What follows belongs to an exercise in optimizing a design on an open flow for small area, a short achievable clock period and few clock cycles; a production flow would make more cautious choices. At most, simulation tests tie the RTL to the original design; equivalence was not proved. Power figures rest on the tool's default switching activity, not on a simulated workload.

job 2315:
Design convolution, start of the top module:
module convolution
(
output [4:0] memX_addr,
input      [7:0] dataX,
output [4:0] memY_addr,
input      [7:0] dataY,
input start,
output [15:0] dataZ,
output [5:0] memZ_addr,
output writeZ,
input      [4:0] sizeX,
input      [4:0] sizeY,
input            shape,
output busy,
output done,
input clk,
input rst_n
);
   reg        done_r;     
   reg        act;        
   reg        on;         
   reg        l1, l2, l3, wz;
   reg        f1, f2, f3;
   reg [4:0]  lo;
   reg [4:0]  j, i;
   reg        dir, fst;
   reg [7:0]  xr, yr;
   reg [15:0] ps, pc;
   wire [15:0] ms, mc;
   reg [11:0] acc_lo;            
   reg [3:0]  acc_hi;            
   reg        cy;
   reg [5:0]  zaddr;
   reg [4:0] lo_t, him1_t;
   reg       empty_t;
   always @(*) begin
      case (sizeX)
         5'd1: lo_t = 5'd29;
         5'd2: lo_t = 5'd29;
         5'd3: lo_t = 5'd30;
         5'd4: lo_t = 5'd30;
         5'd5: lo_t = 5'd31;
         5'd6: lo_t = 5'd31;
         5'd7: lo_t = 5'd0;
         5'd8: lo_t = 5'd0;
         5'd9: lo_t = 5'd1;
         5'd10: lo_t = 5'd1;
         5'd11: lo_t = 5'd2;
  ...
For scale: about 590 cells after synthesis, roughly 95 flip-flops, ~65 I/O pins, ~5800 um^2 of cells after synthesis.
==> flow/config.mk <==
export PLATFORM = sky130hd
export DESIGN_NAME = convolution
export DESIGN_NICKNAME = convolution
export VERILOG_FILES = /design/flow/design.v
export SDC_FILE = /design/flow/constraint.sdc
export NUM_CORES = 4
export LEC_CHECK = 0
export ABC_CLOCK_PERIOD_IN_PS = 2500
export CAP_MARGIN = 20
export CORE_MARGIN = 2
export CORE_UTILIZATION = 55
export CTS_BUF_LIST = sky130_fd_sc_hd__clkbuf_8
export PLACE_DENSITY = 0.7
export SETUP_SLACK_MARGIN = 3.3
export SLEW_MARGIN = 20
==> flow/constraint.sdc <==
create_clock -name core_clock -period 6.0 [get_ports {clk}]
set_input_delay 1.2000 -clock core_clock [delete_from_list [all_inputs] [get_ports {clk}]]
set_output_delay 1.2000 -clock core_clock [all_outputs]
set_load 0.01 [all_outputs]
standard.sh (not shown) runs the stock make flow with config.mk's settings and CLKGATE_MAP_FILE= SYNTH_SCRIPT=/design/flow/synth_recipe.tcl, a recipe that flattens the netlist after the stock synthesis.
==> flow/flow/run.sh <==
#!/bin/bash
# Own flow: the standard layout, with small buffers on the ports and a lighter clock tree.
export BUFFER_PORTS_ARGS="-buffer_cell sky130_fd_sc_hd__buf_1"
export CTS_ARGS="-sink_clustering_enable -repair_clock_nets -buf_list sky130_fd_sc_hd__clkbuf_8 -dont_use_dummy_load"
bash standard.sh finish > standard.log 2>&1
#### Input delta (job 3167 over job 2315)
--- a/flow/design.v
+++ b/flow/design.v
@@ -23,17 +23,15 @@
    reg        f1, f2, f3;
    reg [4:0]  lo;
    reg [4:0]  j, i;
    reg        dir, fst;
    reg [7:0]  xr, yr;
    reg [15:0] ps, pc;
    wire [15:0] ms, mc;
-   reg [11:0] acc_lo;            
-   reg [3:0]  acc_hi;            
-   reg        cy;
+   reg [15:0] acc;
    reg [5:0]  zaddr;
    reg [4:0] lo_t, him1_t;
    reg       empty_t;
    always @(*) begin
       case (sizeX)
          5'd1: lo_t = 5'd29;
          5'd2: lo_t = 5'd29;
@@ -156,20 +154,17 @@
    wire corner = j_top & i_top;
    wire adv  = on ? lastK : 1'b1;
    wire rsel = on ? dir : 1'b1;
    wire jdec = ~adv & dir;
    wire jinc = (~adv & ~dir) | (adv & (rsel ? i_top : ~j_top));
    wire idec = ~adv & ~dir;
    wire iinc = (~adv & dir) | (adv & (rsel ? ~i_top : j_top));
-   wire [15:0] accg = f3 ? 16'd0 : {acc_hi, acc_lo};
-   wire        cyg  = ~f3 & cy;
+   wire [15:0] accg = f3 ? 16'd0 : acc;
    wire [15:0] as   = accg ^ ps ^ pc;
    wire [15:0] ac   = (accg & ps) | (accg & pc) | (ps & pc);
-   wire [12:0] sum_lo = {1'b0, as[11:0]} + {1'b0, ac[10:0], 1'b0};
-   wire [3:0]  sum_hi = as[15:12] + ac[14:11] + {3'd0, cyg};
    always @(posedge clk or negedge rst_n) begin
       if (!rst_n) begin
          done_r <= 1'b1;
          act    <= 1'b0;
          on     <= 1'b0;
          l1 <= 1'b0; l2 <= 1'b0; l3 <= 1'b0;
          wz <= 1'b0;
@@ -223,17 +218,15 @@
       end
       lo <= lo_t;
       f1 <= fst; f2 <= f1; f3 <= f2;
       xr  <= dataX;
       yr  <= dataY;
       ps  <= ms;
       pc  <= mc;
-      acc_lo <= sum_lo[11:0];
-      cy     <= sum_lo[12];
-      acc_hi <= sum_hi;
+      acc <= as + {ac[14:0], 1'b0};
    end
    wire m_pp0_0 = xr[0] & yr[0];
    wire m_pp0_1 = xr[0] & yr[1];
    wire m_pp0_2 = xr[0] & yr[2];
    wire m_pp0_3 = xr[0] & yr[3];
    wire m_pp0_4 = xr[0] & yr[4];
    wire m_pp0_5 = xr[0] & yr[5];
@@ -464,12 +457,12 @@
    assign m_83 = m_60 ^ m_pp6_7 ^ m_pp7_6;
    assign m_84 = (m_60 & m_pp6_7) | (m_60 & m_pp7_6) | (m_pp6_7 & m_pp7_6);
    assign ms = {1'b0, m_84, m_82, m_80, m_78, m_76, m_74, m_72, m_70, m_68, m_66, m_64, m_62, m_61, m_pp0_1, m_pp0_0};
    assign mc = {1'b0, m_pp7_7, m_83, m_81, m_79, m_77, m_75, m_73, m_71, m_69, m_67, m_65, m_63, m_pp2_0, m_pp1_0, 1'b0};
    assign memX_addr = j;
    assign memY_addr = i;
    assign memZ_addr = zaddr;
-   assign dataZ     = {acc_hi + {3'd0, cy}, acc_lo};
+   assign dataZ     = acc;
    assign writeZ    = wz;
    assign done      = done_r;
    assign busy      = ~done_r;
 endmodule
- Compared with job 2315, job 3167 shows a met2 global-route usage that is 4.6 points lower.
- Xor/xnor cell area share of the yosys netlist (higher): job 3167
- Changes observed in job 3167 relative to job 2315: design area saw an increase, share of the synthesized area in compound gates (AO/OA/AOI/OAI) rose by 0.57 points, critical path depth increased by 2 relative to the old numbers.
Testbench counts of job 3167, summed over its fixed seeds: cycles 40,586.
Function not checked in job 2315: the RTL went through the layout flow alone.


Another version of the RTL of convolution (not shown whole).
Size in the first run: roughly 570 cells after synthesis, about 96 flip-flops.
clock: 6.0 ns
lec_check: 0
abc_clock_period_in_ps: 2500
cap_margin: 20
core_margin: 2
core_utilization: 55
cts_buf_list: sky130_fd_sc_hd__clkbuf_8
place_density: 0.7
setup_slack_margin: 3.2
slew_margin: 20
Scripts as last shown in full above: flow/flow/run.sh
Change:
--- a/flow/design.v
+++ b/flow/design.v
@@ -8,38 +8,35 @@
 output [15:0] dataZ,
 output [5:0] memZ_addr,
 output writeZ,
 input      [4:0] sizeX,
 input      [4:0] sizeY,
 input            shape,
 output busy,
 output done,
 input clk,
 input rst_n
 );
    reg        done_r;     
-   reg        busy_r;     
    reg        act;        
    reg        on;         
    reg        l1, l2, l3, wz;
    reg        f1, f2, f3;
    reg [4:0]  lo;
    reg [4:0]  j, i;
    reg        dir, fst;
    reg [7:0]  xr, yr;
    reg [15:0] ps, pc;
    wire [15:0] ms, mc;
-   reg [9:0]  acc_lo;            
-   reg [5:0]  acc_hi;            
-   reg        cy;
+   reg [15:0] acc;
    reg [5:0]  zaddr;
    reg [4:0] lo_t, him1_t;
    reg       empty_t;
    always @(*) begin
       case (sizeX)
          5'd1: lo_t = 5'd29;
          5'd2: lo_t = 5'd29;
          5'd3: lo_t = 5'd30;
          5'd4: lo_t = 5'd30;
          5'd5: lo_t = 5'd31;
          5'd6: lo_t = 5'd31;
          5'd7: lo_t = 5'd0;
@@ -152,67 +149,59 @@
    wire j_top = (jp == sizeX);
    wire i_top = (ip == sizeY);
    wire j_bot = (j == 5'd0);
    wire i_bot = (i == 5'd0);
    wire lastK = dir ? (j_bot | i_top) : (j_top | i_bot);
    wire corner = j_top & i_top;
    wire adv  = on ? lastK : 1'b1;
    wire rsel = on ? dir : 1'b1;
    wire jdec = ~adv & dir;
    wire jinc = (~adv & ~dir) | (adv & (rsel ? i_top : ~j_top));
    wire idec = ~adv & ~dir;
    wire iinc = (~adv & dir) | (adv & (rsel ? ~i_top : j_top));
-   wire [15:0] accg = f3 ? 16'd0 : {acc_hi, acc_lo};
-   wire        cyg  = ~f3 & cy;
+   wire [15:0] accg = f3 ? 16'd0 : acc;
    wire [15:0] as   = accg ^ ps ^ pc;
    wire [15:0] ac   = (accg & ps) | (accg & pc) | (ps & pc);
-   wire [10:0] sum_lo = {1'b0, as[9:0]} + {1'b0, ac[8:0], 1'b0};
-   wire [5:0]  sum_hi = as[15:10] + ac[14:9] + {5'd0, cyg};
    always @(posedge clk or negedge rst_n) begin
       if (!rst_n) begin
          done_r <= 1'b1;
-         busy_r <= 1'b0;
          act    <= 1'b0;
          on     <= 1'b0;
          l1 <= 1'b0; l2 <= 1'b0; l3 <= 1'b0;
          wz <= 1'b0;
       end else begin
          if (done_r) begin
             if (start) begin
                done_r <= 1'b0;
-               busy_r <= 1'b1;
                act    <= 1'b1;
                on     <= ~shape;
             end
          end else if (fin_w) begin
             done_r <= 1'b1;
-            busy_r <= 1'b0;
             act    <= 1'b0;
             on     <= 1'b0;
          end else if (act & ~on) begin
             if (empty | (corner & ~at_lo)) begin
                act    <= 1'b0;
                done_r <= 1'b1;
-               busy_r <= 1'b0;
             end else if (at_lo) begin
                on <= 1'b1;
             end
          end else if (act) begin
             if (corner) begin
                act <= 1'b0;
                on  <= 1'b0;
             end
          end else if (wz & ~l3 & ~l2 & ~l1) begin
             done_r <= 1'b1;
-            busy_r <= 1'b0;
          end
          l1 <= on & lastK & ~fin_w;
          l2 <= l1 & ~fin_w;
          l3 <= l2 & ~fin_w;
          wz <= l3 & ~fin_w;
       end
    end
    always @(posedge clk) begin
       if (done_r) begin
          j     <= 5'd0;
          i     <= 5'd0;
          dir   <= 1'b0;
@@ -224,27 +213,25 @@
             i <= idec ? im : (iinc ? ip : i);
             if (adv) dir <= on & ~dir;
             fst <= adv;
          end
          if (wz | (act & ~on & ~at_lo)) zaddr <= zaddr + 6'd1;
       end
       lo <= lo_t;
       f1 <= fst; f2 <= f1; f3 <= f2;
       xr  <= dataX;
       yr  <= dataY;
       ps  <= ms;
       pc  <= mc;
-      acc_lo <= sum_lo[9:0];
-      cy     <= sum_lo[10];
-      acc_hi <= sum_hi;
+      acc <= as + {ac[14:0], 1'b0};
    end
    wire m_pp0_0 = xr[0] & yr[0];
    wire m_pp0_1 = xr[0] & yr[1];
    wire m_pp0_2 = xr[0] & yr[2];
    wire m_pp0_3 = xr[0] & yr[3];
    wire m_pp0_4 = xr[0] & yr[4];
    wire m_pp0_5 = xr[0] & yr[5];
    wire m_pp0_6 = xr[0] & yr[6];
    wire m_pp0_7 = xr[0] & yr[7];
    wire m_pp1_0 = xr[1] & yr[0];
    wire m_pp1_1 = xr[1] & yr[1];
    wire m_pp1_2 = xr[1] & yr[2];
@@ -465,17 +452,17 @@
    assign m_78 = (m_54 & m_55) | (m_54 & m_37) | (m_55 & m_37);
    assign m_79 = m_56 ^ m_57 ^ m_pp7_4;
    assign m_80 = (m_56 & m_57) | (m_56 & m_pp7_4) | (m_57 & m_pp7_4);
    assign m_81 = m_58 ^ m_59 ^ m_pp7_5;
    assign m_82 = (m_58 & m_59) | (m_58 & m_pp7_5) | (m_59 & m_pp7_5);
    assign m_83 = m_60 ^ m_pp6_7 ^ m_pp7_6;
    assign m_84 = (m_60 & m_pp6_7) | (m_60 & m_pp7_6) | (m_pp6_7 & m_pp7_6);
    assign ms = {1'b0, m_84, m_82, m_80, m_78, m_76, m_74, m_72, m_70, m_68, m_66, m_64, m_62, m_61, m_pp0_1, m_pp0_0};
    assign mc = {1'b0, m_pp7_7, m_83, m_81, m_79, m_77, m_75, m_73, m_71, m_69, m_67, m_65, m_63, m_pp2_0, m_pp1_0, 1'b0};
    assign memX_addr = j;
    assign memY_addr = i;
    assign memZ_addr = zaddr;
-   assign dataZ     = {acc_hi + {5'd0, cy}, acc_lo};
+   assign dataZ     = acc;
    assign writeZ    = wz;
    assign done      = done_r;
-   assign busy      = busy_r;
+   assign busy      = ~done_r;
 endmodule
Outcome: Power is higher by a little under a tenth. Wire length is higher by roughly a tenth. Clock power is higher by a few percent. Utilization barely changes. Hold slack is better by 0.032 ns. Non-clock buffer count is lower by 2. Die area is higher slightly.
Testbench counts after the change, summed over its fixed seeds: cycles 40,586.
The RTL of the first run of this note was laid out without a check of its function.


convolution, a different RTL version from the one above (not shown whole).
For scale: ~590 cells after synthesis, about 65 I/O pins.
clock: 6.0 ns
lec_check: 0
abc_clock_period_in_ps: 2500
cap_margin: 20
core_margin: 2
core_utilization: 55
cts_buf_list: sky130_fd_sc_hd__clkbuf_8
place_density: 0.7
setup_slack_margin: 3.0
slew_margin: 20
Scripts as last shown in full above: flow/flow/run.sh
Testbench counts at the start, summed over its fixed seeds: cycles 40,586.
Edit:
--- a/flow/design.v
+++ b/flow/design.v
@@ -16,16 +16,17 @@
 input clk,
 input rst_n
 );
    reg        done_r;     
    reg        act;        
    reg        on;         
    reg        l1, l2, l3, wz;
    reg        f1, f2, f3;
+   reg [4:0]  lo;
    reg [4:0]  j, i;
    reg        dir, fst;
    reg [7:0]  xr, yr;
    reg [15:0] ps, pc;
    wire [15:0] ms, mc;
    reg [15:0] acc;
    reg [5:0]  zaddr;
    reg [4:0] lo_t, him1_t;
@@ -136,17 +137,16 @@
          5'd0: empty_t = 1'b1;
          default: empty_t = 1'b1;
       endcase
    end
    wire [4:0] jp = j + 5'd1;
    wire [4:0] jm = j - 5'd1;
    wire [4:0] ip = i + 5'd1;
    wire [4:0] im = i - 5'd1;
-   wire [4:0] lo    = lo_t;
    wire [4:0] him1  = him1_t;
    wire       empty = empty_t;
    wire at_lo = (zaddr == {1'b0, lo});
    wire fin_w = ~done_r & wz & shape & (zaddr == {1'b0, him1});    
    wire j_top = (jp == sizeX);
    wire i_top = (ip == sizeY);
    wire j_bot = (j == 5'd0);
    wire i_bot = (i == 5'd0);
@@ -211,16 +211,17 @@
          if (act & ~(~on & at_lo)) begin
             j <= jdec ? jm : (jinc ? jp : j);
             i <= idec ? im : (iinc ? ip : i);
             if (adv) dir <= on & ~dir;
             fst <= adv;
          end
          if (wz | (act & ~on & ~at_lo)) zaddr <= zaddr + 6'd1;
       end
+      lo <= lo_t;
       f1 <= fst; f2 <= f1; f3 <= f2;
       xr  <= dataX;
       yr  <= dataY;
       ps  <= ms;
       pc  <= mc;
       acc <= as + {ac[14:0], 1'b0};
    end
    wire m_pp0_0 = xr[0] & yr[0];
=>
- The changed run ran to the end with no violations
- synthesized cell count climbs by 2.4%
- global-route usage goes down by 0.51 points
- hold slack gets better by 0.011 ns
- non-clock buffer count goes down by 5
- critical path depth is unchanged
- fmax increases by about 3%
- clock power is higher by about 2%
- power fell by about 4.7%
- design area drops by about 0.5%
- clock skew barely changes
- sequential power rose by about 1%
- area after synthesis climbs by about 2.2%
Testbench counts after the change, summed over its fixed seeds: cycles 40,586.


Another version of the RTL of convolution (not shown whole).
Size: roughly 560 cells after synthesis, about 95 flip-flops, ~65 I/O pins.
Settings: LEC_CHECK=0, ABC_CLOCK_PERIOD_IN_PS=2500, CAP_MARGIN=20, CORE_MARGIN=2, CORE_UTILIZATION=55, CTS_BUF_LIST=sky130_fd_sc_hd__clkbuf_8, PLACE_DENSITY=0.7, SETUP_SLACK_MARGIN=3.2, SLEW_MARGIN=20; clock period 6.0 ns.
Scripts as last shown in full above: flow/flow/run.sh
Edit:
--- a/flow/design.v
+++ b/flow/design.v
@@ -18,27 +18,26 @@
 );
    reg        done_r;     
    reg        act;        
    reg        on;         
    reg        l1, l2, l3, wz;
    reg        f1, f2, f3;
    reg [4:0]  lo;
    reg [4:0]  j, i;
    reg        dir, fst;
    reg [7:0]  xr, yr;
    reg [15:0] ps, pc;
    wire [15:0] ms, mc;
-   reg [8:0]  acc_lo;            
-   reg [6:0]  acc_hi;            
-   reg        cy;
+   reg [7:0]  acc_lo, acc_hi;    
+   reg        cy;                
    reg [5:0]  zaddr;
    reg [4:0] lo_t, him1_t;
    reg       empty_t;
    always @(*) begin
       case (sizeX)
          5'd1: lo_t = 5'd29;
          5'd2: lo_t = 5'd29;
          5'd3: lo_t = 5'd30;
          5'd4: lo_t = 5'd30;
          5'd5: lo_t = 5'd31;
          5'd6: lo_t = 5'd31;
          5'd7: lo_t = 5'd0;
@@ -155,26 +154,26 @@
    wire lastK = dir ? (j_bot | i_top) : (j_top | i_bot);
    wire corner = j_top & i_top;
    wire adv  = on ? lastK : 1'b1;
    wire rsel = on ? dir : 1'b1;
    wire jdec = ~adv & dir;
    wire jinc = (~adv & ~dir) | (adv & (rsel ? i_top : ~j_top));
    wire idec = ~adv & ~dir;
    wire iinc = (~adv & dir) | (adv & (rsel ? ~i_top : j_top));
    wire [15:0] accg = f3 ? 16'd0 : {acc_hi, acc_lo};
    wire        cyg  = ~f3 & cy;
    wire [15:0] as   = accg ^ ps ^ pc;
    wire [15:0] ac   = (accg & ps) | (accg & pc) | (ps & pc);
-   wire [9:0]  sum_lo = {1'b0, as[8:0]} + {1'b0, ac[7:0], 1'b0};
-   wire [6:0]  sum_hi = as[15:9] + ac[14:8] + {6'd0, cyg};
+   wire [8:0]  sum_lo = {1'b0, as[7:0]} + {1'b0, ac[6:0], 1'b0};
+   wire [7:0]  sum_hi = as[15:8] + ac[14:7] + {7'd0, cyg};
    always @(posedge clk or negedge rst_n) begin
       if (!rst_n) begin
          done_r <= 1'b1;
          act    <= 1'b0;
          on     <= 1'b0;
          l1 <= 1'b0; l2 <= 1'b0; l3 <= 1'b0;
          wz <= 1'b0;
       end else begin
          if (done_r) begin
             if (start) begin
                done_r <= 1'b0;
                act    <= 1'b1;
@@ -218,26 +217,26 @@
             i <= idec ? im : (iinc ? ip : i);
             if (adv) dir <= on & ~dir;
             fst <= adv;
          end
          if (wz | (act & ~on & ~at_lo)) zaddr <= zaddr + 6'd1;
       end
       lo <= lo_t;
       f1 <= fst; f2 <= f1; f3 <= f2;
       xr  <= dataX;
       yr  <= dataY;
       ps  <= ms;
       pc  <= mc;
-      acc_lo <= sum_lo[8:0];
-      cy     <= sum_lo[9];
+      acc_lo <= sum_lo[7:0];
+      cy     <= sum_lo[8];
       acc_hi <= sum_hi;
    end
    wire m_pp0_0 = xr[0] & yr[0];
    wire m_pp0_1 = xr[0] & yr[1];
    wire m_pp0_2 = xr[0] & yr[2];
    wire m_pp0_3 = xr[0] & yr[3];
    wire m_pp0_4 = xr[0] & yr[4];
    wire m_pp0_5 = xr[0] & yr[5];
    wire m_pp0_6 = xr[0] & yr[6];
    wire m_pp0_7 = xr[0] & yr[7];
    wire m_pp1_0 = xr[1] & yr[0];
    wire m_pp1_1 = xr[1] & yr[1];
@@ -459,17 +458,17 @@
    assign m_78 = (m_54 & m_55) | (m_54 & m_37) | (m_55 & m_37);
    assign m_79 = m_56 ^ m_57 ^ m_pp7_4;
    assign m_80 = (m_56 & m_57) | (m_56 & m_pp7_4) | (m_57 & m_pp7_4);
    assign m_81 = m_58 ^ m_59 ^ m_pp7_5;
    assign m_82 = (m_58 & m_59) | (m_58 & m_pp7_5) | (m_59 & m_pp7_5);
    assign m_83 = m_60 ^ m_pp6_7 ^ m_pp7_6;
    assign m_84 = (m_60 & m_pp6_7) | (m_60 & m_pp7_6) | (m_pp6_7 & m_pp7_6);
    assign ms = {1'b0, m_84, m_82, m_80, m_78, m_76, m_74, m_72, m_70, m_68, m_66, m_64, m_62, m_61, m_pp0_1, m_pp0_0};
    assign mc = {1'b0, m_pp7_7, m_83, m_81, m_79, m_77, m_75, m_73, m_71, m_69, m_67, m_65, m_63, m_pp2_0, m_pp1_0, 1'b0};
    assign memX_addr = j;
    assign memY_addr = i;
    assign memZ_addr = zaddr;
-   assign dataZ     = {acc_hi + {6'd0, cy}, acc_lo};
+   assign dataZ     = {acc_hi + {7'd0, cy}, acc_lo};
    assign writeZ    = wz;
    assign done      = done_r;
    assign busy      = ~done_r;
 endmodule
Effect: Combinational power hardly moves. Clock skew falls by 0.0052 ns. Wire length is higher by 2.2%. Synthesized cell count goes down by about 1.4%. Total power came out higher by about 1.9%. Sequential share of layout area stays flat. Non-clock buffer count goes down by 2. Setup slack is worse by 0.11 ns. Utilization went up by 0.15 points. Count of clock-buffer cells in the layout stays the same. Area after synthesis stays flat. Die area barely changes. Sequential cell count does not change.
Testbench counts after the change, summed over its fixed seeds: cycles 40,586.
Only the layout flow was run in the first run of this note; the RTL was not checked for function there.

## static timing again, ports no longer ideal
In the flow no input, the clock included, has a driving cell. The finished layouts below were timed again as built, in two steps.
Step 1 (the two cells are an assumption about what drives the block):
set clk [get_ports {clk}]
set_driving_cell -lib_cell sky130_fd_sc_hd__clkbuf_16 $clk
set_driving_cell -lib_cell sky130_fd_sc_hd__buf_2 [delete_from_list [all_inputs] $clk]
Step 2, shift: input delay + t, output delay - t, t = (earliest + latest rising clock arrival at the registers) / 2. This alone moves slack from input paths to output paths.
Slacks: ideal / step 1 / step 2; pairs: ideal / step 1.
run | t, ns | setup slack, ns | hold slack, ns | worst data-port slew with drivers (ns)
job 2315 | 0.379 | 3.239 / 3.199 / 2.820 | 0.321 / 0.321 / 0.321 | 0.10
job 3167 | 0.392 | 3.331 / 3.331 / 2.976 | 0.326 / 0.326 / 0.326 | 0.04
the first run of note 2 | 0.376 | 3.154 / 3.124 / 2.748 | 0.301 / 0.301 / 0.301 | 0.06
the second run of note 2 | 0.376 | 3.256 / 3.256 / 2.907 | 0.332 / 0.332 / 0.332 | 0.04
the first run of note 3 | 0.380 | 3.018 / 3.011 / 2.631 | 0.317 / 0.317 / 0.317 | 0.05
the second run of note 3 | 0.376 | 3.109 / 3.109 / 2.794 | 0.328 / 0.328 / 0.328 | 0.04
the first run of note 4 | 0.383 | 3.272 / 3.242 / 2.953 | 0.321 / 0.321 / 0.321 | 0.04
the second run of note 4 | 0.383 | 3.165 / 3.131 / 2.891 | 0.320 / 0.320 / 0.320 | 0.05
After both steps setup and hold are still met in every run listed. For job 2315, which loses most, drivers alone change the setup slack by -0.040 ns; drivers and shift together by -0.419 ns.
